This design comes from an exercise in tuning for small area and a short achievable clock period on the open sky130 flow, not from production work.
In this exercise RTL edits were held to simulation tests only and were not proved equivalent to the original.
No activity file was given, so power comes from the tool's default toggle rates.

==> design/flow/config.mk <==
export PLATFORM = sky130hd
export DESIGN_NAME = Main
export DESIGN_NICKNAME = Main
export VERILOG_FILES = /design/flow/design.v
export SDC_FILE = /design/flow/constraint.sdc
export NUM_CORES = 4
export LEC_CHECK = 0
export ABC_AREA = 1
export CAP_MARGIN = 20
export CORE_MARGIN = 2
export CORE_UTILIZATION = 50
export SLEW_MARGIN = 60
export SYNTH_HIERARCHICAL = 1
export SYNTH_MINIMUM_KEEP_SIZE = 0
==> design/flow/design.v <==
`timescale 1ns / 1ps
module Main(
    input clk, reset,
    input [2:0] user_y,
    input [2:0] choice_y,
    input [1:0] mode_y,
    input [7:0] touch_y,
    input [1:0] baDu_y,
    output tub_sel1,
    output tub_sel2,
    output tub_sel3,
    output tub_sel4,
    output tub_sel5,
    output tub_sel6,
    output tub_sel7,
    output tub_sel8,
    output [7:0] tub_control1,
    output [7:0] tub_control2,
    output [7:0] led,
    output [3:0] length_led,
    output t,
    output speaker
    );
  function [6:0] rom_a(input [1:0] s, input [6:0] i);
    reg [3583:0] tab;
    begin
      tab = 3584'h50a00a9a11203c6ad5ab468c18356ad224078d5ab569124486ad5a4480f1ab56ad1a3060d5ab48901e356ad5b81a2d203c81160c56af543054a1a3078d193464d182a50d183c68c9a3268c152868c1e3464d193460a0000000000000000000000000000000000001b76ed1a31771623d85062018901eba850dc3570d193462dd930730e0c478d96294c9d5a860edcbc68c9425468d9b0710e0c478d96294c9d5a850c5db978d18a850951a378f1eb57b0224380f224fa1426d3a1322407f122418f1203c68c00000000000000000000000000000000000000000000000000000000000000000000000000000000000000000000000000000000000000000000000000000000000000000000000000001a0389102848b143058d1830408d22850b1630669142858b1833409122850b17b068d183040800000000000000000000000000000000000000000000000000000000000000000000000000000000000000000000000000000000000000000000000000000000000000000000000000000000000000000000000000000000000000000000000000000000000000000000000000000000;
      rom_a = tab >> ({s, i} * 7);
    end
  endfunction
  function [21:0] tone(input [4:0] n);
    reg [703:0] tab;
    begin
      tab = 704'h314000dd0003e4001170004a00014c0005d40018b0006ec001f20008b800250000a64002ea000c5c00377000f900045e0012840053200175655100;
      tone = tab >> (n * 22);
    end
  endfunction
  function [7:0] digit(input [2:0] d);
    begin
      case (d)
        3'd0: digit = 8'b11111100;
        3'd1: digit = 8'b01100000;
        3'd2: digit = 8'b11011010;
        3'd3: digit = 8'b11110010;
        3'd4: digit = 8'b01100110;
        3'd5: digit = 8'b10110110;
        3'd6: digit = 8'b10111110;
        default: digit = 8'b11100000;
      endcase
    end
  endfunction
  function [1:0] senc(input [2:0] c);
    begin
      case (c)
        3'b001: senc = 2'd1;
        3'b010: senc = 2'd2;
        3'b100: senc = 2'd3;
        default: senc = 2'd0;
      endcase
    end
  endfunction
  function [2:0] keyidx(input [4:0] n);
    begin
      case (n)
        5'd1, 5'd8, 5'd15: keyidx = 3'd0;
        5'd2, 5'd9, 5'd16: keyidx = 3'd1;
        5'd3, 5'd10, 5'd17: keyidx = 3'd2;
        5'd4, 5'd11, 5'd18: keyidx = 3'd3;
        5'd5, 5'd12, 5'd19: keyidx = 3'd4;
        5'd6, 5'd13, 5'd20: keyidx = 3'd5;
        5'd7, 5'd14, 5'd21: keyidx = 3'd6;
        default: keyidx = 3'd7;
      endcase
    end
  endfunction
  function [2:0] slot(input [23:0] m, input [2:0] k);
    begin
      slot = m >> (k * 3);
    end
  endfunction
  function [7:0] ledpat(input [23:0] m, input [4:0] n);
    reg [2:0] k;
    begin
      k = keyidx(n);
      if (k == 3'd7) ledpat = 8'd0;
      else ledpat = 8'd128 >> slot(m, k);
    end
  endfunction
  assign t = 1'b0;
  reg [13:0] div;
  reg [4:0] sx;       
  reg [7:0] ca;       
  reg [7:0] cl;       
  reg init;           
  always @(posedge clk or negedge reset) begin
    if (!reset) begin
      div <= 14'd0;
      sx <= 5'd0;
      ca <= 8'd0;
      cl <= 8'd0;
      init <= 1'b1;
    end else begin
      div <= div + 14'd1;
      if (sx == 5'd31) sx <= 5'd0;
      else if (div[4:0] == 5'd31) sx <= sx + 5'd1;
      ca <= (ca == 8'd194) ? 8'd0 : ca + 8'd1;
      cl <= (cl == 8'd140) ? 8'd0 : cl + 8'd1;
      if (div[2:0] == 3'd7) init <= 1'b0;
    end
  end
  wire [2:0] ph = div[2:0];
  wire rise = (div == 14'd0);
  wire bps_x = (sx == 5'd31);
  wire bps_a = (ca == 8'd0) && (div[2:0] == 3'd0);
  wire bps_l = (cl == 8'd0) && (div[3:0] == 4'd0) && !init;
  reg [2:0] user, choice;
  reg [1:0] mode, baDu;
  reg [7:0] touch;
  always @(posedge clk or negedge reset) begin
    if (!reset) begin
      user <= 3'd0; choice <= 3'd0; mode <= 2'd0; baDu <= 2'd0; touch <= 8'd0;
    end else if (bps_x) begin
      user <= user_y; choice <= choice_y; mode <= mode_y; baDu <= baDu_y; touch <= touch_y;
    end
  end
  wire [1:0] mode_n  = bps_x ? mode_y  : mode;
  wire [7:0] touch_n = bps_x ? touch_y : touch;
  wire [1:0] baDu_n  = bps_x ? baDu_y  : baDu;
  reg [2:0] last_c, last_u;
  reg [1:0] sel;      
  always @(posedge clk or negedge reset) begin
    if (!reset) begin
      last_c <= 3'd0; last_u <= 3'd0; sel <= 2'd0;
    end else begin
      last_c <= choice; last_u <= user; sel <= senc(last_c);
    end
  end
  wire chg_a = (choice != last_c);
  wire chg_l = chg_a || (user != last_u);
  reg [23:0] anJian;
  reg [2:0] tkey;
  always @(*) begin
    case (touch)
      8'b10000000: tkey = 3'd0;
      8'b01000000: tkey = 3'd1;
      8'b00100000: tkey = 3'd2;
      8'b00010000: tkey = 3'd3;
      8'b00001000: tkey = 3'd4;
      8'b00000100: tkey = 3'd5;
      8'b00000010: tkey = 3'd6;
      8'b00000001: tkey = 3'd7;
      default: tkey = 3'd0;
    endcase
  end
  wire t_oh_q = (touch != 8'd0) && ((touch & (touch - 8'd1)) == 8'd0);
  reg [23:0] anJian_n;
  integer q;
  always @(*) begin
    anJian_n = anJian;
    if (mode == 2'b11)
      for (q = 0; q < 8; q = q + 1)
        if (user == q) anJian_n[q*3 +: 3] = tkey;
  end
  always @(posedge clk or negedge reset) begin
    if (!reset) anJian <= 24'b111_110_101_100_011_010_001_000;
    else anJian <= anJian_n;
  end
  reg [6:0] ia, il;
  wire [6:0] il_n;
  wire [1:0] sel_n = senc(last_c);
  wire rsel = (ph == 3'd4);
  wire [1:0] rs = rsel ? sel : sel_n;
  wire [6:0] ri = rsel ? ia : il_n;
  wire [6:0] ro = rom_a(rs, ri);
  wire [4:0] ro_l = (rs == 2'd2 && ri >= 7'd100) ? ((ri == 7'd100) ? {4'd0, 1'b1} : 5'd0) : ro[4:0];
  reg [6:0] Ac, Lc;
  wire [6:0] Lc_n = rsel ? Lc : {ro[6:5], ro_l};
  always @(posedge clk or negedge reset) begin
    if (!reset) begin
      Ac <= 7'd0; Lc <= 7'd0;
    end else begin
      Lc <= Lc_n;
      if (rsel) Ac <= ro;
    end
  end
  reg [2:0] tpa;
  reg [4:0] ma;
  wire [6:0] ra = Ac;
  wire [2:0] tpA = {1'b0, ra[6:5]} + 3'd2;
  wire wrap_a = (sel == 2'd1) ? (ia == 7'd42) : (sel == 2'd2) ? (ia == 7'd106) :
                (sel == 2'd3) ? (ia == 7'd97) : 1'b0;
  reg [4:0] ma_n;
  always @(*) begin
    if (chg_a) ma_n = 5'd0;
    else if (bps_a) ma_n = (tpa == tpA) ? 5'd0 : ra[4:0];
    else ma_n = ma;
  end
  always @(posedge clk or negedge reset) begin
    if (!reset) begin
      ia <= 7'd0; tpa <= 3'd0; ma <= 5'd0;
    end else begin
      ma <= ma_n;
      if (chg_a) begin
        ia <= 7'd0; tpa <= 3'd0;
      end else if (bps_a) begin
        if (tpa < tpA) tpa <= tpa + 3'd1;
        else begin
          tpa <= 3'd0;
          ia <= wrap_a ? 7'd0 : ia + 7'd1;
        end
      end
    end
  end
  reg [2:0] tpl;
  reg [3:0] ptc, pt;
  reg [1:0] sabr;
  reg [9:0] score, lscore;
  reg once, zflag;
  reg [4:0] ml;
  reg [1:0] lastCheck, moShi;
  wire [4:0] nl = Lc[4:0];
  wire [2:0] tpL = {1'b0, Lc[6:5]} + 3'd2;
  wire [2:0] kl = (nl == 5'd0) ? 3'd7 : keyidx(nl);
  wire wrap_l = (sel == 2'd1) ? (il == 7'd42) : (sel == 2'd2) ? (il == 7'd106) :
                (sel == 2'd3) ? (il == 7'd97) : 1'b0;
  wire [1:0] check = chg_l ? 2'd0 : (t_oh_q && slot(anJian, kl) == tkey) ? 2'd1 : (touch == 8'd0) ? 2'd2 : 2'd0;
  wire [3:0] tpL4 = {1'b0, tpL};
  wire [3:0] diff = (tpL4 >= pt) ? tpL4 - pt : pt - tpL4;
  wire [1:0] sabf = (diff == 4'd1) ? 2'd3 : (diff == 4'd2) ? 2'd2 : (diff == 4'd3) ? 2'd1 : 2'd0;
  wire [1:0] SAB = chg_l ? 2'd0 : sabr;
  wire adv_l = bps_l && !(tpl < tpL) && (moShi == 2'd2) && once;
  assign il_n = chg_l ? 7'd0 : adv_l ? (wrap_l ? 7'd0 : il + 7'd1) : il;
  reg [4:0] ml_n;
  always @(*) begin
    if (chg_l) ml_n = 5'd0;
    else if (bps_l) ml_n = nl;
    else ml_n = ml;
  end
  always @(posedge clk or negedge reset) begin
    if (!reset) begin
      lastCheck <= 2'd0; moShi <= 2'd0;
    end else if (check != lastCheck) begin
      if (check == 2'd1 && lastCheck == 2'd2) moShi <= 2'd1;
      else if (check == 2'd2 && lastCheck == 2'd1) moShi <= 2'd2;
      lastCheck <= check;
    end
  end
  always @(posedge clk or negedge reset) begin
    if (!reset) begin
      il <= 7'd0; tpl <= 3'd0; ptc <= 4'd0; pt <= 4'd0; sabr <= 2'd0;
      score <= 10'd0; lscore <= 10'd0; once <= 1'b1; zflag <= 1'b0; ml <= 5'd0;
    end else begin
      ml <= ml_n;
      if (chg_l) begin
        once <= 1'b1; lscore <= 10'd0; il <= 7'd0; tpl <= 3'd0;
        ptc <= 4'd0; pt <= 4'd0; sabr <= 2'd0; zflag <= 1'b1;
      end else begin
        sabr <= sabf;
        if (zflag && ph == 3'd0) begin
          score <= 10'd0; zflag <= 1'b0;
        end
        if (bps_l) begin
          if (moShi == 2'd1) begin
            once <= 1'b1; ptc <= 4'd0;
          end else if (ptc != 4'd15) ptc <= ptc + 4'd1;
          if (tpl < tpL) tpl <= tpl + 3'd1;
          else if (moShi == 2'd2 && once) begin
            score <= lscore + {8'd0, SAB};
            lscore <= score;
            tpl <= 3'd0;
            if (wrap_l) begin
              il <= 7'd0; pt <= ptc;
            end else il <= il + 7'd1;
            once <= 1'b0;
          end
        end
      end
    end
  end
  reg [79:0] r1, r2, r3;
  wire [9:0] h1 = r1[9:0], h2 = r2[9:0], h3 = r3[9:0];
  wire at_u = (ph == user);
  wire [9:0] hw = (choice == 3'b001) ? h1 : (choice == 3'b010) ? h2 : h3;
  wire wr = at_u && (score > hw);
  wire [9:0] n1 = init ? 10'd0 : (wr && choice == 3'b001) ? score : h1;
  wire [9:0] n2 = init ? 10'd0 : (wr && choice == 3'b010) ? score : h2;
  wire [9:0] n3 = init ? 10'd0 : (wr && choice == 3'b100) ? score : h3;
  always @(posedge clk) begin
    r1 <= {n1, r1[79:10]};
    r2 <= {n2, r2[79:10]};
    r3 <= {n3, r3[79:10]};
  end
  wire [9:0] rd = (choice == 3'b001) ? n1 : (choice == 3'b010) ? n3 :
                  (choice == 3'b100) ? n2 : 10'd0;
  reg [9:0] rref;
  reg [2:0] rcnt;
  always @(posedge clk) begin
    if (at_u) rref <= rd;
    rcnt <= ((ph == 3'd0) ? 3'd0 : rcnt) + {2'd0, (!at_u && rd > rref)};
  end
  wire [2:0] rank = rcnt;
  reg [4:0] mfree;
  reg [2:0] fi;
  reg fhit;
  integer i2;
  always @(*) begin
    fhit = 1'b0; fi = 3'd0;
    for (i2 = 7; i2 >= 0; i2 = i2 - 1)
      if (slot(anJian, i2) == tkey) begin
        fhit = 1'b1; fi = i2;
      end
    if (!fhit || !t_oh_q || fi == 3'd7) mfree = 5'd0;
    else case (baDu)
      2'b00: mfree = 5'd1 + {2'd0, fi};
      2'b01: mfree = 5'd8 + {2'd0, fi};
      2'b11: mfree = 5'd15 + {2'd0, fi};
      default: mfree = 5'd0;
    endcase
  end
  reg [4:0] note;
  always @(*) begin
    case (mode)
      2'b00: note = mfree;
      2'b01: note = ma;
      2'b10: note = ml;
      default: note = (user == 3'd7) ? 5'd0 : 5'd8 + {2'd0, user};
    endcase
  end
  reg [4:0] last;
  reg [21:0] cnt;
  reg pwm;
  wire cz = (cnt == 22'd0);
  always @(posedge clk or negedge reset) begin
    if (!reset) begin
      last <= 5'd0; cnt <= 22'd2445568; pwm <= 1'b0;
    end else begin
      if (last != note || cz) cnt <= tone(note);
      else cnt <= cnt - 22'd1;
      if (last != note) begin
        last <= note; pwm <= 1'b0;
      end else if (cz) pwm <= ~pwm;
    end
  end
  assign speaker = pwm;
  reg [7:0] dec [0:7];      
  reg [7:0] keyused;        
  integer kj;
  always @(*) begin
    keyused = 8'd0;
    for (kj = 0; kj < 8; kj = kj + 1) begin
      dec[kj] = 8'd128 >> anJian[kj*3 +: 3];
      if (kj < 7) keyused = keyused | dec[kj];
    end
  end
  function [6:0] kdec(input [4:0] n);
    integer j;
    begin
      for (j = 0; j < 7; j = j + 1)
        kdec[j] = (n == j + 1) || (n == j + 8) || (n == j + 15);
    end
  endfunction
  wire [6:0] ka_n = kdec(ma_n);
  wire [6:0] kl_n = kdec(ml_n);
  reg [7:0] pa_n, pl_n;      
  integer pj;
  always @(*) begin
    pa_n = 8'd0; pl_n = 8'd0;
    for (pj = 0; pj < 7; pj = pj + 1) begin
      if (ka_n[pj]) pa_n = pa_n | dec[pj];
      if (kl_n[pj]) pl_n = pl_n | dec[pj];
    end
  end
  wire [7:0] led_n;
  LedNext u_led(.m(mode_n), .tc(touch_n), .bd(baDu_n), .pa(pa_n), .pl(pl_n), .ku(keyused), .o(led_n));
  wire [1:0] lb_n = Lc_n[6:5];
  reg [7:0] led_r;
  reg [3:0] len_r;
  always @(posedge clk or negedge reset) begin
    if (!reset) begin
      led_r <= 8'd0; len_r <= 4'd0;
    end else begin
      led_r <= led_n;
      if (mode_n == 2'b10)
        case (lb_n)
          2'd0: len_r <= 4'b1110;
          2'd1: len_r <= 4'b1111;
          2'd2: len_r <= 4'b1000;
          default: len_r <= 4'b1100;
        endcase
      else len_r <= 4'd0;
    end
  end
  assign led = led_r;
  assign length_led = len_r;
  reg [2:0] scan;
  reg [7:0] seg_en, seg1, seg2;
  always @(posedge clk or negedge reset) begin
    if (!reset) begin
      scan <= 3'd0; seg_en <= 8'd0; seg1 <= 8'd0; seg2 <= 8'd0;
    end else if (rise) begin
      scan <= scan + 3'd1;
      case (mode)
        2'b00: begin
          seg_en <= 8'b00000001; seg1 <= 8'd0; seg2 <= 8'b10001110;
        end
        2'b01: begin
          seg_en <= 8'b01000001; seg2 <= 8'b11101110; seg1 <= digit(choice);
        end
        2'b10: begin
          case (scan)
            3'd7: begin seg_en <= 8'b1000_0000; seg1 <= digit(user); end
            3'd6: begin seg_en <= 8'b0100_0000; seg1 <= digit(choice); end
            3'd5: begin
              seg_en <= 8'b0010_0000;
              case (SAB)
                2'b01: seg1 <= 8'b1111_1110;
                2'b10: seg1 <= 8'b1110_1110;
                2'b11: seg1 <= 8'b1011_0110;
                default: seg1 <= 8'b1001_1100;
              endcase
            end
            3'd4: begin seg_en <= 8'b0001_0000; seg1 <= digit(rank); end
            3'd0: begin seg_en <= 8'b0000_0001; seg2 <= 8'b0001_1100; end
            default: seg_en <= 8'b0000_0000;
          endcase
        end
        default: begin
          seg_en <= 8'b00000001; seg1 <= 8'b10011100; seg2 <= 8'b10011100;
        end
      endcase
    end
  end
  assign {tub_sel1, tub_sel2, tub_sel3, tub_sel4, tub_sel5, tub_sel6, tub_sel7, tub_sel8} = seg_en;
  assign tub_control1 = seg1;
  assign tub_control2 = seg2;
endmodule
module LedNext(
    input [1:0] m,
    input [7:0] tc,
    input [1:0] bd,
    input [7:0] pa, pl, ku,
    output [7:0] o
    );
  wire [3:0] a1 = {tc[7] | tc[6], tc[5] | tc[4], tc[3] | tc[2], tc[1] | tc[0]};
  wire [3:0] a2 = {tc[7] & tc[6], tc[5] & tc[4], tc[3] & tc[2], tc[1] & tc[0]};
  wire b1l = a1[0] | a1[1], b1h = a1[2] | a1[3];
  wire b2l = a2[0] | a2[1] | (a1[0] & a1[1]);
  wire b2h = a2[2] | a2[3] | (a1[2] & a1[3]);
  wire one = (b1l ^ b1h) & !(b2l | b2h);
  wire [7:0] f = tc & ku & {8{one && bd != 2'b10}};
  reg [7:0] r;
  always @(*) begin
    case (m)
      2'b00: r = f;
      2'b01: r = pa;
      2'b10: r = pl;
      default: r = tc;
    endcase
  end
  assign o = r;
endmodule
==> design/flow/constraint.sdc <==
create_clock -name core_clock -period 45.0 [get_ports {clk}]
set_input_delay 9.0000 -clock core_clock [delete_from_list [all_inputs] [get_ports {clk}]]
set_output_delay 9.0000 -clock core_clock [all_outputs]
set_load 0.01 [all_outputs]
==> design/flow/standard.sh <==
#!/bin/bash
# synth_recipe.tcl (not shown) runs the flow's synth.tcl, then flattens the netlist and writes it again
# the make line also repeats each setting of config.mk as NAME=value (left out here)
make -C /OpenROAD-flow-scripts/flow DESIGN_CONFIG=/design/flow/config.mk WORK_HOME=/design/flow/orfs CLKGATE_MAP_FILE= SYNTH_SCRIPT=/design/flow/synth_recipe.tcl "${@:-finish}"
==> design/flow/flow/run.sh <==
#!/bin/bash
# The standard layout (standard.sh: the ORFS flow and synthesis), with two
# changes to how the layout is made:
#  - ports are buffered with buf_2 cells instead of the delay cells that
#    buffer_ports picks by default;
#  - clock tree synthesis without dummy loads, with larger sink clusters.
# make's output goes to standard.log; each ORFS step logs under orfs/logs/.
set -o pipefail
bash standard.sh \
  "BUFFER_PORTS_ARGS=-buffer_cell sky130_fd_sc_hd__buf_2" \
  "CTS_ARGS=-sink_clustering_enable -repair_clock_nets -dont_use_dummy_load -sink_clustering_size 25 -sink_clustering_max_diameter 100" \
  finish > standard.log 2>&1
==> impl_metrics.tcl, run 1 <==
set metrics [dict create \
    synth_top_cell_by_area "dfrtp_1" \
    fin_crit_sh_pct 22.5 \
    maxCapViolCount 0 \
    dr_total_vias 20400 \
    postCtsHoldBufs 0 \
    die_area_mm2 0.0489 \
    path_delay_family "flip-flops" \
    diodes 0 \
    grt_max_degree 60 \
    async_flop_share_pct 47.2 \
    die_x_um 221 \
    wl_per_cell_um 19.0 \
    dp_hpwl_um 51400 \
    setup_violations 0 \
    syn-instance-count 2985 \
    power_leakage_nw 11.8 \
    required_ps 36000 \
    critPathKind "reg -> out" \
    grt_pass1_wl_um 109000 \
    numPortBuffers 51 \
    crit_chain "buf_2" \
    status "no timing/DRC/antenna violations" \
    ant_nets 0 \
    cp_max_fo 2 \
    cpMaxStageDelayCell "dfrtp_1" \
    ys_ff_latch 479 \
    cpPeakStageDelay_ps 410 \
    synth_commonest_cells "nand2_1, inv_1, nor2_1" \
    wirelength_um 68700 \
    rows 79 \
    clk_latency_ps 600 \
    synth_cell_types 67 \
    cts_tree "built" \
    holdWs_ps 275 \
    firstDrtPassIters 7 \
    grt-ovfl-total 0 \
    drt_iter0_drc 2071 \
    crit_path_end_kind "output port" \
    ios 58 \
    max_freq_mhz 98.6 \
    die_y_um 221 \
    setup_tns_ps 0 \
    cp.buffers_inverters 1 \
    worst_setup_path_start_kind "register" \
    synth_seq_area_share_pct 46.1 \
    powerDensity_mw_per_mm2 26.6 \
    worstMarginPinSlew_ps 625 \
    synth_area_leaders "dfrtp_1, dfxtp_1, nand2_1" \
    globalplace.congestion 1.01 \
    initial_core_util_pct 50.6 \
    fin_util_pct 54.1 \
    yosysTopAreaCellShare_pct 21.9 \
    finalCriticalPeriod_ps 10140 \
    slew_headroom_pct 58.3 \
    hold_viol_final 0 \
    area_delta_synth_final_pct 6.98 \
    cts_sinks 479 \
    gr-usage-all-layers_pct 27.6 \
    slew_violations 0 \
    drc 0 \
    cts.clk_slew.worst_paths_ps 90 \
    cts_buffers 26 \
    clockBufferDepth 3 \
    synth_edf_count 10 \
    finalClockSkew_ps 63.6 \
    ir_drop_mv 0.0410 \
    drive_gt1_share_pct 7.83 \
    core_mm2 0.0466 \
    grt_pass1_vias 19500 \
    synth_ff_type "dfxtp_1" \
    crit_arrival_ps 1140 \
    yosysMostFrequentCell "nand2_1" \
    fill_cells 4412 \
    vias_per_cell 5.65 \
    rsz0062_at_grt "no" \
    root_buffer "clkbuf_16" \
    avgSynthCellArea_um2 7.89 \
    cts_setup_buffers 0 \
    hold_path_class "reg -> reg" \
    htreeDepth 1 \
    synth_warnings 9 \
    syn_area_mm2 0.0236 \
    antenna_found_initial 1 \
    cts_resized 0 \
    nets 3128 \
]
## metal layers
metal / routed length [um] / share of wire [%] / GRT usage (%)
met3: 4260 / 6.2 / 3.69
met4: 1580 / 2.3 / 6.62
met5: 13 / 0.019 / 0
met2: 32400 / 47 / 47.0
met1: 30400 / 44 / 37.4
## power breakdown
| group | leakage, nW | switching (mW) | internal, mW |
|---|---|---|---|
| clock | 0.320 | 0.134 | 0.102 |
| combinational | 6.66 | 0.00468 | 0.00154 |
| sequential | 4.87 | 0 | 0.428 |
## per-module statistics from Yosys (local to each module, per instance)
module / cells inside / area (um2) / flops+latches
LedNext: 91 / 422 / 0
Main: 2894 / 23100 / 479
## final timing paths
path | from | to | slack (ps) | cells past startpoint
min in group asynchronous | reset | cnt[10]$_DFF_PN0_ | 8270 | 1
min | r3[17]$_DFF_P_ | r3[7]$_DFF_P_ | 270 | 0
max | seg1[3]$_DFFE_PN0P_ | tub_control1[3] | 34860 | 1
min reg2reg | r3[17]$_DFF_P_ | r3[7]$_DFF_P_ | 270 | 0
max reg2reg | choice[1]$_DFFE_PN0P_ | rcnt[2]$_DFF_P_ | 38360 | 34
max in group asynchronous | reset | sx[2]$_DFFE_PN0P_ | 35050 | 5
## layout by cell type, fill, tap and decap left out, types with 18 or more instances in the layout
master and count:
nand2_1 652, inv_1 355, nor2_1 245, dfxtp_1 243, o21ai_0 213, dfrtp_1 205, nand3_1 191, a21oi_1 153
ha_1 100, nor3_1 74, nand4_1 59, buf_2 51, o22ai_1 50, xor2_1 41, clkbuf_16 26, nand2_2 20
o211ai_1 20, dfstp_2 20, o21ai_1 18
## through the flow
stage               power (mW)  cell area [um2]  instances  worst slack, ps
finish                   0.671            25200       3608            34860
global route             0.694            25200       3608            34820
CTS                      0.678            25100       3605            34850
detailed placement       0.443            24400       3579            34370
global placement         0.443            24300       3575            33740
floorplan                0.438            23600       2990            34870
## registers in the layout (all words and copies together) (netlist names), 8 cells and up
name	count
r1	80
r2	80
r3	80
anJian	24
cnt	22
div	14
lscore	10
rref	10
score	10
ca	8
cl	8
led_r	8
touch	8
## final cells by class
class                           instances  area, um2  share of cell area (%)
Timing Repair Buffer                   75        514                    2.04
Multi-Input combinational cell       2043      11000                    43.6
Tap cell                              607        759                    3.01
Clock buffer                           26        651                    2.58
Sequential cell                       479      10800                    43.1
Inverter                              378       1440                    5.70
## cells by family (layout without fill, tap and decap cells)
logic type	Yosys count	in the layout	share of synthesized area (%)
other	1	6	0.0159
XOR/XNOR	56	56	2.08
AO/OA/AOI/OAI	539	539	13.1
flip-flops	479	479	46.1
AND/OR/NAND/NOR	1336	1336	25.0
adder cells (fa/ha/maj)	105	105	5.67
buffers and inverters	468	479	7.99
multiplexers	1	1	0.0425
==> run 2: changes to the inputs <==
--- a/design/flow/design.v
+++ b/design/flow/design.v
@@ -155,2 +155,7 @@
   wire t_oh_q = (touch != 8'd0) && ((touch & (touch - 8'd1)) == 8'd0);
+  reg [7:0] keq;
+  integer qe;
+  always @(*)
+    for (qe = 0; qe < 8; qe = qe + 1)
+      keq[qe] = (anJian[qe*3 +: 3] == tkey);
   reg [23:0] anJian_n;
@@ -225,6 +230,20 @@
                 (sel == 2'd3) ? (il == 7'd97) : 1'b0;
-  wire [1:0] check = chg_l ? 2'd0 : (t_oh_q && slot(anJian, kl) == tkey) ? 2'd1 : (touch == 8'd0) ? 2'd2 : 2'd0;
+  reg hitl;
+  integer hj;
+  always @(*) begin
+    hitl = 1'b0;
+    for (hj = 0; hj < 8; hj = hj + 1)
+      if (kl == hj && keq[hj]) hitl = 1'b1;
+  end
+  wire [1:0] check = chg_l ? 2'd0 : (t_oh_q && hitl) ? 2'd1 : (touch == 8'd0) ? 2'd2 : 2'd0;
   wire [3:0] tpL4 = {1'b0, tpL};
-  wire [3:0] diff = (tpL4 >= pt) ? tpL4 - pt : pt - tpL4;
-  wire [1:0] sabf = (diff == 4'd1) ? 2'd3 : (diff == 4'd2) ? 2'd2 : (diff == 4'd3) ? 2'd1 : 2'd0;
+  reg [1:0] sabf;
+  always @(*) begin
+    case ({tpL4, pt})
+      8'h21, 8'h32, 8'h43, 8'h54, 8'h23, 8'h34, 8'h45, 8'h56: sabf = 2'd3;
+      8'h20, 8'h31, 8'h42, 8'h53, 8'h24, 8'h35, 8'h46, 8'h57: sabf = 2'd2;
+      8'h30, 8'h41, 8'h52, 8'h25, 8'h36, 8'h47, 8'h58: sabf = 2'd1;
+      default: sabf = 2'd0;
+    endcase
+  end
   wire [1:0] SAB = chg_l ? 2'd0 : sabr;
@@ -308,3 +327,3 @@
     for (i2 = 7; i2 >= 0; i2 = i2 - 1)
-      if (slot(anJian, i2) == tkey) begin
+      if (keq[i2]) begin
         fhit = 1'b1; fi = i2;
@@ -364,9 +383,12 @@
   reg [7:0] pa_n, pl_n;      
+  reg [2:0] sa, sl;
   integer pj;
   always @(*) begin
-    pa_n = 8'd0; pl_n = 8'd0;
+    sa = 3'd0; sl = 3'd0;
     for (pj = 0; pj < 7; pj = pj + 1) begin
-      if (ka_n[pj]) pa_n = pa_n | dec[pj];
-      if (kl_n[pj]) pl_n = pl_n | dec[pj];
+      if (ka_n[pj]) sa = sa | anJian[pj*3 +: 3];
+      if (kl_n[pj]) sl = sl | anJian[pj*3 +: 3];
     end
+    pa_n = (ka_n != 7'd0) ? 8'd128 >> sa : 8'd0;
+    pl_n = (kl_n != 7'd0) ? 8'd128 >> sl : 8'd0;
   end
@@ -395,2 +417,3 @@
   reg [2:0] scan;
+  wire [7:0] dig = digit((mode == 2'b01 || scan == 3'd6) ? choice : (scan == 3'd7) ? user : rank);
   reg [7:0] seg_en, seg1, seg2;
@@ -406,3 +429,3 @@
         2'b01: begin
-          seg_en <= 8'b01000001; seg2 <= 8'b11101110; seg1 <= digit(choice);
+          seg_en <= 8'b01000001; seg2 <= 8'b11101110; seg1 <= dig;
         end
@@ -410,4 +433,4 @@
           case (scan)
-            3'd7: begin seg_en <= 8'b1000_0000; seg1 <= digit(user); end
-            3'd6: begin seg_en <= 8'b0100_0000; seg1 <= digit(choice); end
+            3'd7: begin seg_en <= 8'b1000_0000; seg1 <= dig; end
+            3'd6: begin seg_en <= 8'b0100_0000; seg1 <= dig; end
             3'd5: begin
@@ -421,3 +444,3 @@
             end
-            3'd4: begin seg_en <= 8'b0001_0000; seg1 <= digit(rank); end
+            3'd4: begin seg_en <= 8'b0001_0000; seg1 <= dig; end
             3'd0: begin seg_en <= 8'b0000_0001; seg2 <= 8'b0001_1100; end
==> impl_metrics.tcl, run 2 <==
set metrics [dict create \
    root_buffer "clkbuf_16" \
    finalClockSkew_ps 58.4 \
    drc 0 \
    postCtsHoldBufs 0 \
    power_leakage_nw 11.7 \
    grt_max_degree 74 \
    crit_path_end_kind "output port" \
    numPortBuffers 51 \
    crit_chain "buf_2" \
    yosysMostFrequentCell "nand2_1" \
    worstMarginPinSlew_ps 544 \
    dr_total_vias 19600 \
    powerDensity_mw_per_mm2 26.9 \
    max_freq_mhz 98.2 \
    dp_hpwl_um 46000 \
    fin_ws_ps 34820 \
    slew_violations 0 \
    grt_pass1_vias 18800 \
    synth_warnings 9 \
    die_area_mm2 0.0479 \
    globalplace.congestion 0.983 \
    ant_nets 0 \
    synth_seq_area_share_pct 47.0 \
    cts_tree "built" \
    synth_ff_type "dfxtp_1" \
    nets 3056 \
    synth_commonest_cells "nand2_1, inv_1, nor2_1" \
    yosysTopAreaCellShare_pct 22.3 \
    core_mm2 0.0455 \
    final_common_cell "nand2_1" \
    rows 78 \
    initial_core_util_pct 50.7 \
    crit_arrival_ps 1180 \
    hold_depth 0 \
    worstReg2RegStart "choice[1]$_DFFE_PN0P_" \
    avgSynthCellArea_um2 7.91 \
    grt.met3_usage_pct 2.54 \
    wirelength_um 62600 \
    min-delay-start "r2[69]$_DFF_P_" \
    reg2reg_slack_ps 39310 \
    critPathLaunch "len_r[0]$_DFF_PN0_" \
    met1_usage_pct 35.6 \
    gr-usage-all-layers_pct 26.1 \
    ios 58 \
    hold_path_class "reg -> reg" \
    drt_iter0_drc 1624 \
    synth_area_leaders "dfrtp_1, dfxtp_1, nand2_1" \
    hold_viol_final 0 \
    grt-ovfl-total 0 \
    cpMaxStageDelayCell "dfrtp_1" \
    critPathKind "reg -> out" \
    cts_sinks 479 \
    biggestRegsByFlops "r1: 80 flops, r2: 80 flops, r3: 80 flops" \
    met2_usage_pct 44.4 \
    die_x_um 219 \
    maxCapViolCount 0 \
    fin_util_pct 54.1 \
    slew_headroom_pct 63.6 \
    syn_area_mm2 0.0231 \
    area_delta_synth_final_pct 6.69 \
    htreeDepth 1 \
    diodes 0 \
    vias_per_cell 5.53 \
    cts_setup_buffers 0 \
    dpl_worst_slack_ps 34420 \
    required_ps 36000 \
    wl_per_cell_um 17.7 \
    grt_busiest_layer "met2" \
    cpPeakStageDelay_ps 440 \
    ys_ff_latch 479 \
    status "no timing/DRC/antenna violations" \
    cp.buffers_inverters 1 \
    clk_latency_ps 590 \
    syn-instance-count 2917 \
    synth_edf_count 10 \
    grt_pass1_wl_um 99900 \
    firstDrtPassIters 9 \
    setup_tns_ps 0 \
    die_y_um 219 \
    cp_max_fo 1 \
    synth_cell_types 76 \
    fill_cells 4341 \
    synth_top_cell_by_area "dfrtp_1" \
    cts_resized 0 \
    path_delay_family "flip-flops" \
    ir_drop_mv 0.0382 \
    async_flop_share_pct 47.2 \
    antenna_found_initial 0 \
    fin_crit_sh_pct 22.6 \
    drive_gt1_share_pct 7.90 \
    cts_buffers 24 \
    cts.clk_slew.worst_paths_ps 110 \
    reg2reg_depth 31 \
    final_cell_mix "nand2_1, inv_1, nor2_1" \
    rsz0062_at_grt "no" \
    finalCriticalPeriod_ps 10180 \
    worst_setup_path_start_kind "register" \
    setup_violations 0 \
    crit_cells 1 \
    clockBufferDepth 3 \
    total_power_uw 662 \
]
-- run 2: through the flow --
step                hold WS [ps]  cells  area, um2
floorplan                    310   2922      23100
global placement             310   3511      23800
detailed placement           312   3512      23900
CTS                          296   3536      24500
global route                 293   3538      24600
finish                       290   3538      24600
-- run 2: modules after synthesis (local to each module, per instance) --
| module | cell area [um2] | cells | copies in the design |
|---|---|---|---|
| LedNext | 422 | 91 | 1 |
| Main | 22700 | 2826 | 1 |
-- run 2: worst paths after layout --
path / endpoint
worst max register to register: rcnt[2]$_DFF_P_
max in group asynchronous: anJian[23]$_DFFE_PN1P_
worst min-delay path: r2[59]$_DFF_P_
min in group asynchronous: lscore[4]$_DFFE_PN0P_
worst min register to register: r2[59]$_DFF_P_
worst max-delay path: length_led[0]
-- run 2: routing by layer --
metal,vias up,wire length [um]
li1,9552,-
met4,0,1620
met2,586,29700
met5,-,0
met3,109,3140
met1,9332,28100
-- run 2: area by class of cell --
type	instances	area, um2	area share [%]
timing repair buffer	69	460	1.87
inverter	370	1400	5.69
clock buffer	24	601	2.44
multi-input combinational	1996	10600	42.9
sequential	479	10800	44.0
tap	600	751	3.05
-- run 2: kinds of logic (layout without fill, tap and decap cells) --
family	after synthesis	after routing	share of synthesized area, %
AOI/OAI and AO/OA	486	486	11.9
adders and majority gates	96	96	5.24
buffers and inverters	447	463	7.82
other	1	6	0.0162
and+or+nand+nor	1351	1351	25.8
DFF	479	479	47.0
xor gates and xnor gates	55	55	2.12
muxes	2	2	0.0976
-- run 2: power breakdown --
part / switching, mW / internal, mW
sequential: 0 / 0.428
combinational: 0.00472 / 0.00151
clock: 0.132 / 0.0953
==> run 3: changes to the inputs <==
--- a/design/flow/design.v
+++ b/design/flow/design.v
@@ -128,3 +128,3 @@
   wire [1:0] baDu_n  = bps_x ? baDu_y  : baDu;
-  reg [2:0] last_c, last_u;
+  reg chg_a, chg_l;
   reg [1:0] sel;      
@@ -132,9 +132,9 @@
     if (!reset) begin
-      last_c <= 3'd0; last_u <= 3'd0; sel <= 2'd0;
+      chg_a <= 1'b0; chg_l <= 1'b0; sel <= 2'd0;
     end else begin
-      last_c <= choice; last_u <= user; sel <= senc(last_c);
+      chg_a <= bps_x && (choice_y != choice);
+      chg_l <= bps_x && (choice_y != choice || user_y != user);
+      if (!chg_a) sel <= senc(choice);
     end
   end
-  wire chg_a = (choice != last_c);
-  wire chg_l = chg_a || (user != last_u);
   reg [23:0] anJian;
@@ -174,3 +174,3 @@
   wire [6:0] il_n;
-  wire [1:0] sel_n = senc(last_c);
+  wire [1:0] sel_n = chg_a ? sel : senc(choice);
   wire rsel = (ph == 3'd4);
@@ -220,3 +220,2 @@
   reg [3:0] ptc, pt;
-  reg [1:0] sabr;
   reg [9:0] score, lscore;
@@ -248,3 +247,3 @@
   end
-  wire [1:0] SAB = chg_l ? 2'd0 : sabr;
+  wire [1:0] SAB = chg_l ? 2'd0 : sabf;
   wire adv_l = bps_l && !(tpl < tpL) && (moShi == 2'd2) && once;
@@ -268,3 +267,3 @@
     if (!reset) begin
-      il <= 7'd0; tpl <= 3'd0; ptc <= 4'd0; pt <= 4'd0; sabr <= 2'd0;
+      il <= 7'd0; tpl <= 3'd0; ptc <= 4'd0; pt <= 4'd0;
       score <= 10'd0; lscore <= 10'd0; once <= 1'b1; zflag <= 1'b0; ml <= 5'd0;
@@ -274,5 +273,4 @@
         once <= 1'b1; lscore <= 10'd0; il <= 7'd0; tpl <= 3'd0;
-        ptc <= 4'd0; pt <= 4'd0; sabr <= 2'd0; zflag <= 1'b1;
+        ptc <= 4'd0; pt <= 4'd0; zflag <= 1'b1;
       end else begin
-        sabr <= sabf;
         if (zflag && ph == 3'd0) begin
==> design/flow/flow/run.sh (replaced) <==
#!/bin/bash
# The standard layout (standard.sh: the ORFS flow), with these changes to
# how the layout is made:
#  - synthesis is the standard synthesis script with a stronger ABC
#    script for the combinational logic (flow/synth.tcl, flow/abc_deep.script);
#    registers are mapped exactly as in the standard synthesis;
#  - ports are buffered with buf_2 cells instead of the delay cells that
#    buffer_ports picks by default;
#  - clock tree synthesis without dummy loads, with larger sink clusters.
# make's output goes to synth.log and standard.log; each ORFS step also logs
# under orfs/logs/.
set -o pipefail
export MY_ABC_SCRIPT=$PWD/flow/abc_deep.script
bash standard.sh SYNTH_SCRIPT=$PWD/flow/synth.tcl synth > synth.log 2>&1 || exit 1
bash standard.sh \
  "BUFFER_PORTS_ARGS=-buffer_cell sky130_fd_sc_hd__buf_2" \
  "CTS_ARGS=-sink_clustering_enable -repair_clock_nets -dont_use_dummy_load -sink_clustering_size 25 -sink_clustering_max_diameter 100" \
  finish > standard.log 2>&1
==> design/flow/flow/abc_deep.script (new file) <==
strash
&get -n
&deepsyn -T 300
&put
dch -f
map -a
topo
stime -c
buffer -c
upsize -c
dnsize -c
==> design/flow/flow/synth.tcl (new file) <==
# synth_recipe.tcl (the standard synthesis), with one change: the abc call
# maps the top module's combinational logic with the ABC script named by
# MY_ABC_SCRIPT; the other modules keep ORFS's script.
proc synth {args} { yosys synth -nofsm -noshare {*}$args }
proc abc {args} {
  set i [lsearch -exact $args -script]
  if {$i >= 0 && [info exists ::env(MY_ABC_SCRIPT)]} {
    set deep $args
    lset deep [expr {$i+1}] $::env(MY_ABC_SCRIPT)
    yosys abc {*}$deep $::env(DESIGN_NAME)
    yosys abc {*}$args LedNext
  } else {
    yosys abc {*}$args
  }
}
source $::env(SCRIPTS_DIR)/synth.tcl
# left out here: clear keep_hierarchy, flatten, clean up, hide names made inside functions, write 1_2_yosys.v
==> impl_metrics.tcl, run 3 <==
set metrics [dict create \
    p_int_uw 519 \
    critPathKind "reg -> out" \
    grt_pass1_vias 16400 \
    cts_resized 0 \
    required_ps 36000 \
    cts.clk_slew.worst_paths_ps 100 \
    ys_ff_latch 473 \
    maxCapViolCount 0 \
    power_leakage_nw 10.3 \
    p_sw_share_pct 20.7 \
    final_common_cell "inv_1" \
    die_x_um 210 \
    ir_drop_mv 0.0343 \
    dpl_worst_slack_ps 34700 \
    dp_hpwl_um 43100 \
    combPwrFrac_pct 1.0 \
    yosysMostFrequentCell "inv_1" \
    htreeDepth 1 \
    die_area_mm2 0.0441 \
    drc 0 \
    final_cell_mix "inv_1, nand2_1, nor2_1" \
    postCtsHoldBufs 0 \
    cp.buffers_inverters 1 \
    total_power_uw 655 \
    ios 58 \
    drive_gt1_share_pct 8.67 \
    dr_total_vias 17400 \
    biggestRegsByFlops "r1: 80 flops, r2: 80 flops, r3: 80 flops" \
    ant_nets 0 \
    wl_per_cell_um 19.0 \
    synth_commonest_cells "inv_1, nand2_1, nor2_1" \
    yosysTopAreaCellShare_pct 23.6 \
    diodes 0 \
    vias_per_cell 5.71 \
    async_flop_share_pct 46.5 \
    max_freq_mhz 99.0 \
    cpPeakStageDelay_ps 400 \
    pwr-share-clk_pct 34.5 \
    synth_area_leaders "dfrtp_1, dfxtp_1, inv_1" \
    root_buffer "clkbuf_16" \
    firstDrtPassIters 6 \
    nets 2619 \
    drt_iter0_drc 1629 \
    finalCriticalPeriod_ps 10100 \
    slew_headroom_pct 58.6 \
    syn-instance-count 2457 \
    crit_arrival_ps 1100 \
    globalplace.congestion 0.969 \
    synth_seq_area_share_pct 50.5 \
    grt-ovfl-total 0 \
    core_mm2 0.0419 \
    cts_tree "built" \
    setup_tns_ps 0 \
    netSwitchingPower_uw 136 \
    worst_setup_path_start_kind "register" \
    path_delay_family "flip-flops" \
    hold_path_class "reg -> reg" \
    clockBufferDepth 3 \
    avgSynthCellArea_um2 8.63 \
    finalClockSkew_ps 61.8 \
    area_delta_synth_final_pct 7.83 \
    wirelength_um 57900 \
    grt_max_degree 54 \
    synth_top_cell_by_area "dfrtp_1" \
    powerDensity_mw_per_mm2 28.7 \
    p_seq_share_pct 64.5 \
    cpMaxStageDelayCell "dfrtp_1" \
    rows 75 \
    crit_path_end_kind "output port" \
    slew_violations 0 \
    antenna_found_initial 0 \
    die_y_um 210 \
    fill_cells 3894 \
    cts_buffers 24 \
    synth_warnings 9 \
    worstMarginPinSlew_ps 611 \
    rsz0062_at_grt "no" \
    fin_ws_ps 34900 \
    crit_chain "buf_2" \
    synth_ff_type "dfxtp_1" \
    place_inst 3016 \
    grt_pass1_wl_um 90900 \
    syn_area_mm2 0.0212 \
    cp_max_fo 2 \
    fin_crit_sh_pct 22.4 \
    gr-usage-all-layers_pct 26.1 \
    clk_latency_ps 580 \
    setup_violations 0 \
    cts_sinks 473 \
    cts_setup_buffers 0 \
    synth_cell_types 78 \
    hold_viol_final 0 \
    final_cell_count_no_fill 3042 \
    status "no timing/DRC/antenna violations" \
    numPortBuffers 51 \
    initial_core_util_pct 50.6 \
    synth_edf_count 10 \
]
## run 3: cell count changes after synthesis, sizes merged, moves of 25 or more
| cell | previous run | this run |
|---|---|---|
| nand4 | 68 | 34 |
| a31oi | 17 | 42 |
| nand3 | 185 | 96 |
| nand2 | 683 | 320 |
| o21ai | 222 | 182 |
## run 3: Yosys stat by module, one instance, submodules excluded
module / cells inside / copies in the design / flip-flops and latches / area [um2]
Main: 2366 / 1 / 473 / 20800
LedNext: 91 / 1 / 0 / 422
## run 3: metal layers
layer	track usage (%)	vias up	part of all wire [%]
met5	0	-	0
met4	8.17	0	3.0
met3	3.40	124	5.7
met2	40.8	625	44
met1	37.7	8316	47
li1	-	8295	-
## run 3: final cells by class
| cell class | instances | area [um2] | area share, % |
|---|---|---|---|
| Inverter | 360 | 1360 | 5.94 |
| Timing Repair Buffer | 73 | 473 | 2.07 |
| Sequential cell | 473 | 10700 | 46.8 |
| Clock buffer | 24 | 601 | 2.63 |
| Multi-Input combinational cell | 1573 | 9050 | 39.6 |
| Tap cell | 539 | 674 | 2.95 |
## run 3: kinds of logic after synthesis
group / count (synthesis) / share of synthesized area, %
simple gates: 879 / 18.1
compound gates: 545 / 16.1
flops: 473 / 50.5
buf+inv: 416 / 7.70
fa+ha+maj: 94 / 5.58
xor+xnor: 47 / 1.94
mux: 2 / 0.106
other cells: 1 / 0.0177
## run 3: final timing paths
kind,to,startpoint,depth (start not counted),slack (ps)
max in group asynchronous,init$_DFFE_PN1N_,reset,3,35550
min in group asynchronous,last[3]$_DFFE_PN0P_,reset,1,8330
hold / removal,r3[25]$_DFF_P_,r3[35]$_DFF_P_,0,300
setup / recovery,speaker,pwm$_DFFE_PN0P_,1,34900
hold reg to reg,r3[25]$_DFF_P_,r3[35]$_DFF_P_,0,300
setup reg to reg,rcnt[2]$_DFF_P_,choice[0]$_DFFE_PN0P_,31,38560
## run 3: power by group through the flow
stage / Clock (mW) / Sequential (mW) / Combinational [mW]
after floorplan: 0 / 0.432 / 0.000892
after global placement: 0 / 0.432 / 0.00590
after detailed placement: 0 / 0.432 / 0.00669
after CTS: 0.231 / 0.423 / 0.00670
after global routing: 0.245 / 0.423 / 0.00751
final: 0.226 / 0.423 / 0.00647
## run 3: through the flow
step / hold slack (ps) / area [um2] / util [%]
6_report: 301 / 22900 / 54.6
5_1_grt: 305 / 22900 / 54.6
4_1_cts: 307 / 22800 / 54.5
3_5_place_dp: 312 / 22200 / 53.0
3_3_place_gp: 310 / 22000 / 52.6
2_1_floorplan: 310 / 21200 / -
==> run 4: changes to the inputs <==
--- a/design/flow/design.v
+++ b/design/flow/design.v
@@ -62,13 +62,6 @@
   function [2:0] keyidx(input [4:0] n);
+    reg [4:0] d;
     begin
-      case (n)
-        5'd1, 5'd8, 5'd15: keyidx = 3'd0;
-        5'd2, 5'd9, 5'd16: keyidx = 3'd1;
-        5'd3, 5'd10, 5'd17: keyidx = 3'd2;
-        5'd4, 5'd11, 5'd18: keyidx = 3'd3;
-        5'd5, 5'd12, 5'd19: keyidx = 3'd4;
-        5'd6, 5'd13, 5'd20: keyidx = 3'd5;
-        5'd7, 5'd14, 5'd21: keyidx = 3'd6;
-        default: keyidx = 3'd7;
-      endcase
+      d = (n >= 5'd15) ? n - 5'd15 : (n >= 5'd8) ? n - 5'd8 : n - 5'd1;
+      keyidx = (n == 5'd0 || n >= 5'd22) ? 3'd7 : d[2:0];
     end
@@ -131,9 +124,8 @@
   always @(posedge clk or negedge reset) begin
-    if (!reset) begin
-      chg_a <= 1'b0; chg_l <= 1'b0; sel <= 2'd0;
-    end else begin
-      chg_a <= bps_x && (choice_y != choice);
-      chg_l <= bps_x && (choice_y != choice || user_y != user);
-      if (!chg_a) sel <= senc(choice);
-    end
+    if (!reset) chg_a <= 1'b0;
+    else chg_a <= bps_x && (choice_y != choice);
+  end
+  always @(posedge clk) begin
+    chg_l <= bps_x && (choice_y != choice || user_y != user);
+    if (!chg_a) sel <= senc(choice);
   end
@@ -183,9 +175,6 @@
   always @(posedge clk or negedge reset) begin
-    if (!reset) begin
-      Ac <= 7'd0; Lc <= 7'd0;
-    end else begin
-      Lc <= Lc_n;
-      if (rsel) Ac <= ro;
-    end
+    if (!reset) Ac <= 7'd0;
+    else if (rsel) Ac <= ro;
   end
+  always @(posedge clk) Lc <= Lc_n;
   reg [2:0] tpa;
@@ -257,10 +246,7 @@
   always @(posedge clk or negedge reset) begin
-    if (!reset) begin
-      lastCheck <= 2'd0; moShi <= 2'd0;
-    end else if (check != lastCheck) begin
-      if (check == 2'd1 && lastCheck == 2'd2) moShi <= 2'd1;
-      else if (check == 2'd2 && lastCheck == 2'd1) moShi <= 2'd2;
-      lastCheck <= check;
-    end
+    if (!reset) moShi <= 2'd0;
+    else if (check == 2'd1 && lastCheck == 2'd2) moShi <= 2'd1;
+    else if (check == 2'd2 && lastCheck == 2'd1) moShi <= 2'd2;
   end
+  always @(posedge clk) lastCheck <= check;
   always @(posedge clk or negedge reset) begin
@@ -349,5 +335,6 @@
   wire cz = (cnt == 22'd0);
+  always @(posedge clk) last <= note;
   always @(posedge clk or negedge reset) begin
     if (!reset) begin
-      last <= 5'd0; cnt <= 22'd2445568; pwm <= 1'b0;
+      cnt <= 22'd2445568; pwm <= 1'b0;
     end else begin
@@ -355,5 +342,4 @@
       else cnt <= cnt - 22'd1;
-      if (last != note) begin
-        last <= note; pwm <= 1'b0;
-      end else if (cz) pwm <= ~pwm;
+      if (last != note) pwm <= 1'b0;
+      else if (cz) pwm <= ~pwm;
     end
==> design/flow/flow/abc_deep.script (replaced) <==
strash
&get -n
&deepsyn -T 300
&put
dch -f
amap
topo
==> impl_metrics.tcl, run 4 <==
set metrics [dict create \
    rsz0062_at_grt "no" \
    biggestRegsByFlops "r1: 80 flops, r2: 80 flops, r3: 80 flops" \
    yosysMostFrequentCell "nor2_1" \
    hold_path_class "reg -> reg" \
    clockBufferDepth 3 \
    crit_chain "buf_2" \
    gr-usage-all-layers_pct 27.4 \
    synth_ff_type "dfxtp_1" \
    initial_core_util_pct 50.8 \
    finalCriticalPeriod_ps 10150 \
    ant_nets 0 \
    cts_tree "built" \
    final_cell_mix "nor2_1, clkinv_1, dfxtp_1" \
    postCtsHoldBufs 0 \
    grt_pass1_vias 16600 \
    async_flop_share_pct 42.9 \
    cts_sinks 473 \
    synth_top_cell_by_area "dfxtp_1" \
    antenna_found_initial 0 \
    slew_headroom_pct 57.1 \
    root_buffer "clkbuf_16" \
    worstMarginPinSlew_ps 642 \
    grt-ovfl-total 0 \
    cts_resized 0 \
    die_area_mm2 0.0420 \
    worst_setup_path_start_kind "register" \
    die_x_um 205 \
    avgSynthCellArea_um2 9.07 \
    setup_violations 0 \
    vias_per_cell 5.96 \
    cts.clk_slew.worst_paths_ps 90 \
    critPathKind "reg -> out" \
    globalplace.congestion 1.00 \
    max_freq_mhz 98.5 \
    fin_util_pct 55.7 \
    grt_pass1_wl_um 91200 \
    cts_buffers 24 \
    grt_max_degree 77 \
    fill_cells 3562 \
    synth_xor_area_share_pct 0.0433 \
    synth_fa_ha_area_share_pct 5.73 \
    setup_tns_ps 0 \
    drive_gt1_share_pct 7.42 \
    path_delay_family "flip-flops" \
    total_power_uw 652 \
    finalClockSkew_ps 49.1 \
    cp_max_fo 1 \
    synth_commonest_cells "nor2_1, clkinv_1, dfxtp_1" \
    numPortBuffers 51 \
    firstDrtPassIters 7 \
    crit_arrival_ps 1150 \
    wirelength_um 56900 \
    wl_per_cell_um 19.9 \
    synth_cell_types 61 \
    yosysTopAreaCellShare_pct 25.3 \
    yosys.area_share.simple_pct 16.0 \
    status "no timing/DRC/antenna violations" \
    ys_ff_latch 473 \
    syn-instance-count 2229 \
    dp_hpwl_um 42200 \
    die_y_um 205 \
    synth_warnings 9 \
    hold_viol_final 0 \
    synthMuxAreaShare_pct 0 \
    synth_edf_count 15 \
    clk_latency_ps 580 \
    slew_violations 0 \
    cts_setup_buffers 0 \
    drt_iter0_drc 1600 \
    required_ps 36000 \
    ir_drop_mv 0.0268 \
    maxCapViolCount 0 \
    powerDensity_mw_per_mm2 29.4 \
    final_common_cell "nor2_1" \
    synth_compound_area_share_pct 18.9 \
    htreeDepth 1 \
    ios 58 \
    synth_area_leaders "dfxtp_1, dfrtp_1, nor2_1" \
    fin_crit_sh_pct 22.6 \
    crit_path_end_kind "output port" \
    cpPeakStageDelay_ps 440 \
    drc 0 \
    synth_top_family_by_area "compound AO/OA/AOI/OAI gates" \
    area_delta_synth_final_pct 9.81 \
    dr_total_vias 17000 \
    cpMaxStageDelayCell "dfrtp_1" \
    nets 2446 \
    rows 73 \
    diodes 0 \
    core_mm2 0.0398 \
    syn_area_mm2 0.0202 \
    cp.buffers_inverters 1 \
    final_area_mm2 0.0222 \
    post_dp_cell_area_mm2 0.0215 \
    power_leakage_nw 8.98 \
    synth_seq_area_share_pct 52.7 \
]
[run 4: cell count changes in the layout (fill, tap and decap cells not counted), moves of 17 or more]
cell	delta
nand2_1	-154
clkinv_1	+316
or3_1	+25
o22ai_1	+91
xor2_1	-35
nor3_1	+20
dfrtp_1	-17
nand4_1	-17
a21oi_1	-43
nor2_1	+42
nand3_1	-62
inv_1	-329
o21ai_0	-40
[run 4: path summary, 6_finish.rpt]
kind	from	endpoint	slack, ps	cells after the start
worst max-delay path	len_r[3]$_DFF_PN0_	length_led[3]	34850	1
worst min-delay path	r3[48]$_DFF_P_	r3[38]$_DFF_P_	280	0
min in group asynchronous	reset	ia[4]$_DFFE_PN0P_	8340	1
worst max register to register	touch[4]$_DFF_PN0_	cnt[8]$_DFF_PN1_	36210	35
worst min register to register	r3[48]$_DFF_P_	r3[38]$_DFF_P_	280	0
max in group asynchronous	reset	cnt[8]$_DFF_PN1_	35220	4
[run 4: cell type report]
type / instances / area [um2] / area share (%)
clock buffers: 24 / 601 / 2.71
inverters: 335 / 1260 / 5.70
multi-input cells: 1416 / 8460 / 38.1
flip-flops and latches: 473 / 10700 / 48.0
well taps: 525 / 657 / 2.96
repair buffers: 84 / 554 / 2.50
[run 4: logic make-up (layout without fill, tap and decap cells)]
| family | Yosys count | after routing |
|---|---|---|
| AO/OA/AOI/OAI | 581 | 581 |
| adder cells (fa/ha/maj) | 92 | 92 |
| buffers and inverters | 345 | 443 |
| AND/OR/NAND/NOR | 736 | 736 |
| XOR/XNOR | 1 | 1 |
| flip-flops | 473 | 473 |
| other | 1 | 6 |
[run 4: through the flow]
step                      cells  hold slack, ps  setup slack [ps]
after floorplan            2234             310             35020
after global placement     2831             310             33740
after detailed placement   2832             312             34450
after CTS                  2856             275             34820
after global routing       2857             277             34810
final                      2857             277             34850
[run 4: worst register-to-register path, delay by kind of cell (launching register included)]
family                     cells  cell delay, ps
DFF                            1             410
and+or+nand+nor               10            1840
AOI/OAI and AO/OA             15            3720
adders and majority gates      2             440
buffers and inverters          8            2330
[run 4: per-module statistics from Yosys (local to each module, per instance)]
module   copies in the design  flops+latches  cells inside  area (um2)
Main                        1            473          2138       19800
LedNext                     1              0            91         422
[run 4: per-layer routing]
metal / track usage [%] / vias to the layer above / share of wire [%]
met4: 10.8 / 0 / 3.9
li1: - / 8075 / -
met5: 0 / - / 0
met2: 43.6 / 720 / 45
met1: 37.8 / 8095 / 44
met3: 3.88 / 149 / 6.7
[run 4: where the power goes]
part	switching [mW]	internal [mW]	total (mW)	leakage (nW)
Combinational	0.00466	0.00141	0.00608	3.92
Clock	0.128	0.0951	0.223	0.296
Sequential	0.0000197	0.423	0.423	4.76
==> run 5: changes to the inputs <==
--- a/design/flow/design.v
+++ b/design/flow/design.v
@@ -26,3 +26,3 @@
     begin
-      tab = 3584'h50a00a9a11203c6ad5ab468c18356ad224078d5ab569124486ad5a4480f1ab56ad1a3060d5ab48901e356ad5b81a2d203c81160c56af543054a1a3078d193464d182a50d183c68c9a3268c152868c1e3464d193460a0000000000000000000000000000000000001b76ed1a31771623d85062018901eba850dc3570d193462dd930730e0c478d96294c9d5a860edcbc68c9425468d9b0710e0c478d96294c9d5a850c5db978d18a850951a378f1eb57b0224380f224fa1426d3a1322407f122418f1203c68c00000000000000000000000000000000000000000000000000000000000000000000000000000000000000000000000000000000000000000000000000000000000000000000000000001a0389102848b143058d1830408d22850b1630669142858b1833409122850b17b068d183040800000000000000000000000000000000000000000000000000000000000000000000000000000000000000000000000000000000000000000000000000000000000000000000000000000000000000000000000000000000000000000000000000000000000000000000000000000000;
+      tab = 3584'he1c3870e1c3870e1c3870e1c3870e1c3870e1c3870e1c3870e1c50a0ea9a9222406ad5ab468c18356ad244480d5ab5692264c6ad5a488901ab56ad1a3060d5ab491120356ad5b9daad224089262c96b0543054a1a3080d193464d182a50d184068c9a3268c152868c203464d193460a0e1c3870e1c3870e1c3870e1c3870e1c3870fb76ed1a3177264418d1641d91120ba8d1dc3570d193462dd930731e2c880d96294c9d5a860edcc068c9425468d9b0711e2c880d96294c9d5a850c5db980d18a850951a381020b583124478902453a9528d7a9424448722445972224068c0e1c3870e1c3870e1c3870e1c3870e1c3870e1c3870e1c3870e1c3870e1c3870e1c3870e1c3870e1c3870e1c3870e1c3870e1c3870e1c3870e1c3870e1c3870e1c3870e1c3870e1c3870fa0309102848b143058d1830408d22850b1630669142858b1833409122850b17b068d18304080e1c3870e1c3870e1c3870e1c3870e1c3870e1c3870e1c3870e1c3870e1c3870e1c3870e1c3870e1c3870e1c3870e1c3870e1c3870e1c3870e1c3870e1c3870e1c3870e1c3870e1c3870e1c3870e1c3870e1c3870e1c3870e1c3870e1c3870e1c3870e1c3870e1c3870e1c3870e1c387;
       rom_a = tab >> ({s, i} * 7);
@@ -33,3 +33,3 @@
     begin
-      tab = 704'h314000dd0003e4001170004a00014c0005d40018b0006ec001f20008b800250000a64002ea000c5c00377000f900045e0012840053200175655100;
+      tab = 704'hc5000374000f900045c00128000530001750000000018b0006ec001f20008b800250000a64002ea95440000317000ddc003e4001178004a10014c8005d5;
       tone = tab >> (n * 22);
@@ -61,22 +61,2 @@
   endfunction
-  function [2:0] keyidx(input [4:0] n);
-    reg [4:0] d;
-    begin
-      d = (n >= 5'd15) ? n - 5'd15 : (n >= 5'd8) ? n - 5'd8 : n - 5'd1;
-      keyidx = (n == 5'd0 || n >= 5'd22) ? 3'd7 : d[2:0];
-    end
-  endfunction
-  function [2:0] slot(input [23:0] m, input [2:0] k);
-    begin
-      slot = m >> (k * 3);
-    end
-  endfunction
-  function [7:0] ledpat(input [23:0] m, input [4:0] n);
-    reg [2:0] k;
-    begin
-      k = keyidx(n);
-      if (k == 3'd7) ledpat = 8'd0;
-      else ledpat = 8'd128 >> slot(m, k);
-    end
-  endfunction
   assign t = 1'b0;
@@ -171,3 +151,3 @@
   wire [6:0] ro = rom_a(rs, ri);
-  wire [4:0] ro_l = (rs == 2'd2 && ri >= 7'd100) ? ((ri == 7'd100) ? {4'd0, 1'b1} : 5'd0) : ro[4:0];
+  wire [4:0] ro_l = (rs == 2'd2 && ri >= 7'd100) ? ((ri == 7'd100) ? 5'd0 : 5'd7) : ro[4:0];
   reg [6:0] Ac, Lc;
@@ -175,3 +155,3 @@
   always @(posedge clk or negedge reset) begin
-    if (!reset) Ac <= 7'd0;
+    if (!reset) Ac <= 7'd7;
     else if (rsel) Ac <= ro;
@@ -187,4 +167,4 @@
   always @(*) begin
-    if (chg_a) ma_n = 5'd0;
-    else if (bps_a) ma_n = (tpa == tpA) ? 5'd0 : ra[4:0];
+    if (chg_a) ma_n = 5'd7;
+    else if (bps_a) ma_n = (tpa == tpA) ? 5'd7 : ra[4:0];
     else ma_n = ma;
@@ -193,3 +173,3 @@
     if (!reset) begin
-      ia <= 7'd0; tpa <= 3'd0; ma <= 5'd0;
+      ia <= 7'd0; tpa <= 3'd0; ma <= 5'd7;
     end else begin
@@ -215,3 +195,3 @@
   wire [2:0] tpL = {1'b0, Lc[6:5]} + 3'd2;
-  wire [2:0] kl = (nl == 5'd0) ? 3'd7 : keyidx(nl);
+  wire [2:0] kl = nl[2:0];
   wire wrap_l = (sel == 2'd1) ? (il == 7'd42) : (sel == 2'd2) ? (il == 7'd106) :
@@ -241,3 +221,3 @@
   always @(*) begin
-    if (chg_l) ml_n = 5'd0;
+    if (chg_l) ml_n = 5'd7;
     else if (bps_l) ml_n = nl;
@@ -254,3 +234,3 @@
       il <= 7'd0; tpl <= 3'd0; ptc <= 4'd0; pt <= 4'd0;
-      score <= 10'd0; lscore <= 10'd0; once <= 1'b1; zflag <= 1'b0; ml <= 5'd0;
+      score <= 10'd0; lscore <= 10'd0; once <= 1'b1; zflag <= 1'b0; ml <= 5'd7;
     end else begin
@@ -314,9 +294,4 @@
       end
-    if (!fhit || !t_oh_q || fi == 3'd7) mfree = 5'd0;
-    else case (baDu)
-      2'b00: mfree = 5'd1 + {2'd0, fi};
-      2'b01: mfree = 5'd8 + {2'd0, fi};
-      2'b11: mfree = 5'd15 + {2'd0, fi};
-      default: mfree = 5'd0;
-    endcase
+    if (!fhit || !t_oh_q || fi == 3'd7 || baDu == 2'b10) mfree = 5'd7;
+    else mfree = {baDu[1], baDu[0] & !baDu[1], fi};
   end
@@ -328,3 +303,3 @@
       2'b10: note = ml;
-      default: note = (user == 3'd7) ? 5'd0 : 5'd8 + {2'd0, user};
+      default: note = {1'b0, user != 3'd7, user};
     endcase
@@ -361,3 +336,3 @@
       for (j = 0; j < 7; j = j + 1)
-        kdec[j] = (n == j + 1) || (n == j + 8) || (n == j + 15);
+        kdec[j] = (n[2:0] == j);
     end
--- a/design/flow/config.mk
+++ b/design/flow/config.mk
@@ -11,3 +11,3 @@
 export CORE_UTILIZATION = 50
-export SLEW_MARGIN = 60
+export SLEW_MARGIN = 40
 export SYNTH_HIERARCHICAL = 1
==> impl_metrics.tcl, run 5 <==
set metrics [dict create \
    status "no timing/DRC/antenna violations" \
    route.met3.wl_um 4140 \
    synth_warnings 9 \
    hold_path_class "reg -> reg" \
    grt_max_degree 81 \
    final_cell_count_no_fill 2736 \
    dr_total_vias 16200 \
    final_cell_mix "nor2_1, clkinv_1, dfxtp_1" \
    reg2reg_depth 31 \
    synth_top_cell_by_area "dfxtp_1" \
    rsz0062_at_grt "no" \
    maxCapViolCount 0 \
    p_seq_share_pct 63.3 \
    synth_area_leaders "dfxtp_1, dfrtp_1, nor2_1" \
    yosysTopAreaCellShare_pct 25.8 \
    power_leakage_nw 8.69 \
    grt-ovfl-total 0 \
    setup_violations 0 \
    firstDrtPassIters 7 \
    required_ps 45620 \
    die_area_mm2 0.0411 \
    syn-instance-count 2123 \
    antenna_found_initial 0 \
    fin_crit_sh_pct 22.9 \
    crit_path_end_kind "asynchronous set/reset pin" \
    combPwrFrac_pct 5.6 \
    initial_core_util_pct 50.9 \
    grt_pass1_wl_um 86000 \
    setup_tns_ps 0 \
    die_y_um 203 \
    finalClockSkew_ps 34.1 \
    postCtsHoldBufs 0 \
    cts_sinks 473 \
    biggestRegsByFlops "r1: 80 flops, r2: 80 flops, r3: 80 flops" \
    cp-endpoint "cl[4]$_DFF_PN0_" \
    ir_drop_mv 0.0230 \
    netSwitchingPower_uw 153 \
    fill_cells 3505 \
    area_delta_synth_final_pct 8.57 \
    powerDensity_mw_per_mm2 32.1 \
    slew_violations 0 \
    globalplace.congestion 0.965 \
    syn_area_mm2 0.0198 \
    htreeDepth 1 \
    drt_iter0_drc 1650 \
    ant_nets 0 \
    numPortBuffers 51 \
    p_sw_share_pct 22.2 \
    finalCriticalPeriod_ps 10300 \
    synth_edf_count 15 \
    worst_setup_path_start_kind "primary input" \
    critPathKind "in -> async" \
    cts_buffers 23 \
    multi_input_area_mm2 0.00794 \
    area.sequential_mm2 0.0107 \
    worstMarginPinSlew_ps 837 \
    nets 2327 \
    top_layer_used "met4" \
    drive_gt1_share_pct 6.63 \
    grt_pass1_vias 15600 \
    cp_max_fo 80 \
    r2r_end "len_r[2]$_DFF_PN0_" \
    synth_cell_types 61 \
    crit_arrival_ps 10920 \
    cts.clk_slew.worst_paths_ps 90 \
    async_flop_share_pct 42.9 \
    wl_per_cell_um 20.1 \
    pwr-share-clk_pct 31.1 \
    final_common_cell "nor2_1" \
    reg2reg_slack_ps 35990 \
    rows 72 \
    yosysMostFrequentCell "nor2_1" \
    hold_viol_final 0 \
    gr-usage-all-layers_pct 26.6 \
    cts_tree "built" \
    avgSynthCellArea_um2 9.31 \
    clk_latency_ps 560 \
    drc 0 \
    max_freq_mhz 97.1 \
    p_int_uw 536 \
    core_mm2 0.0388 \
    place_inst 2713 \
    diodes 0 \
    synth_seq_area_share_pct 54.0 \
    die_x_um 203 \
    vias_per_cell 5.94 \
    clockBufferDepth 3 \
    drt-met1-wl_um 24400 \
    wl_met2_um 24900 \
    dp_hpwl_um 40900 \
    slew_headroom_pct 43.7 \
    synth_ff_type "dfxtp_1" \
    cts_resized 0 \
    ys_ff_latch 473 \
    synth_commonest_cells "nor2_1, clkinv_1, dfxtp_1" \
    ios 58 \
    critPathLaunch "reset" \
    wirelength_um 55000 \
    root_buffer "clkbuf_16" \
    cts_setup_buffers 0 \
    worstReg2RegStart "div[0]$_DFF_PN0_" \
]
==> run 5: cell count changes after synthesis, sizes merged, moves of 10 or more <==
cell	change
a21oi	+26
nand2	-14
a222oi	+19
o22ai	-33
o22a	+15
nor2	-21
clkinv	-25
o21ai	-29
a211oi	-10
==> run 5: critical path: stages <==
cell and delay (ps):
clkbuf_8 480, buf_4 680, buf_6 590
==> run 5: cells by family after synthesis <==
kind of cell               Yosys count  synth area share [%]
adders and majority gates           87                  5.54
xor gates and xnor gates             1                0.0443
AOI/OAI and AO/OA                  553                  18.8
other                                1                0.0190
DFF                                473                  54.0
buffers and inverters              320                  6.28
and+or+nand+nor                    688                  15.3
==> run 5: Yosys stat by module (local to each module, per instance) <==
| module | area [um2] | flip-flops and latches | times used |
|---|---|---|---|
| Main | 19300 | 473 | 1 |
| LedNext | 422 | 0 | 1 |
==> run 5: worst min-delay path by stage <==
stage / from / to / slack (ps) / depth (start not counted)
global route: r2[53]$_DFF_P_ / r2[43]$_DFF_P_ / 320 / 0
CTS: r1[61]$_DFF_P_ / r1[51]$_DFF_P_ / 320 / 0
floorplan: r1[10]$_DFF_P_ / r1[0]$_DFF_P_ / 310 / 0
finish: r3[62]$_DFF_P_ / r3[52]$_DFF_P_ / 320 / 0
detailed placement: r1[18]$_DFF_P_ / r1[8]$_DFF_P_ / 310 / 0
global placement: r1[47]$_DFF_P_ / r1[37]$_DFF_P_ / 310 / 0
==> run 5: area by class of cell <==
type                    instances  share of cell area, %
clock buffers                  23                   2.68
inverters                     310                   5.44
multi-input cells            1335                   37.0
flip-flops and latches        473                   49.7
well taps                     518                   3.02
repair buffers                 77                   2.16
==> run 5: power by group through the flow <==
stage / combinational [mW] / sequential [mW] / clock [mW]
4_1_cts: 0.0388 / 0.436 / 0.220
6_report: 0.0386 / 0.436 / 0.214
3_3_place_gp: 0.0379 / 0.445 / 0
2_1_floorplan: 0.0239 / 0.444 / 0
3_5_place_dp: 0.0386 / 0.445 / 0
5_1_grt: 0.0433 / 0.437 / 0.236
==> run 5: routing by layer <==
metal	global-route usage [%]	vias up
met2	42.4	634
met1	37.1	7748
met4	8.52	0
met5	0	-
met3	4.46	117
li1	-	7746
==> run 5: metrics by stage <==
stage	area [um2]	utilization (%)	setup slack [ps]	hold slack, ps	total power [mW]
after floorplan	19800	-	35000	310	0.468
after global placement	20900	53.7	33730	310	0.483
after detailed placement	20900	53.8	33990	312	0.484
after CTS	21500	55.3	34590	315	0.695
after global routing	21500	55.3	34360	321	0.716
final	21500	55.3	34700	316	0.689

Setup slack of run 5, layout unchanged: 34.700 ns with ideal ports, 34.715 ns with driving cells assumed (clock clkbuf_16, inputs buf_2), 34.116 ns with port delays also shifted by the 0.599 ns mid clock arrival.
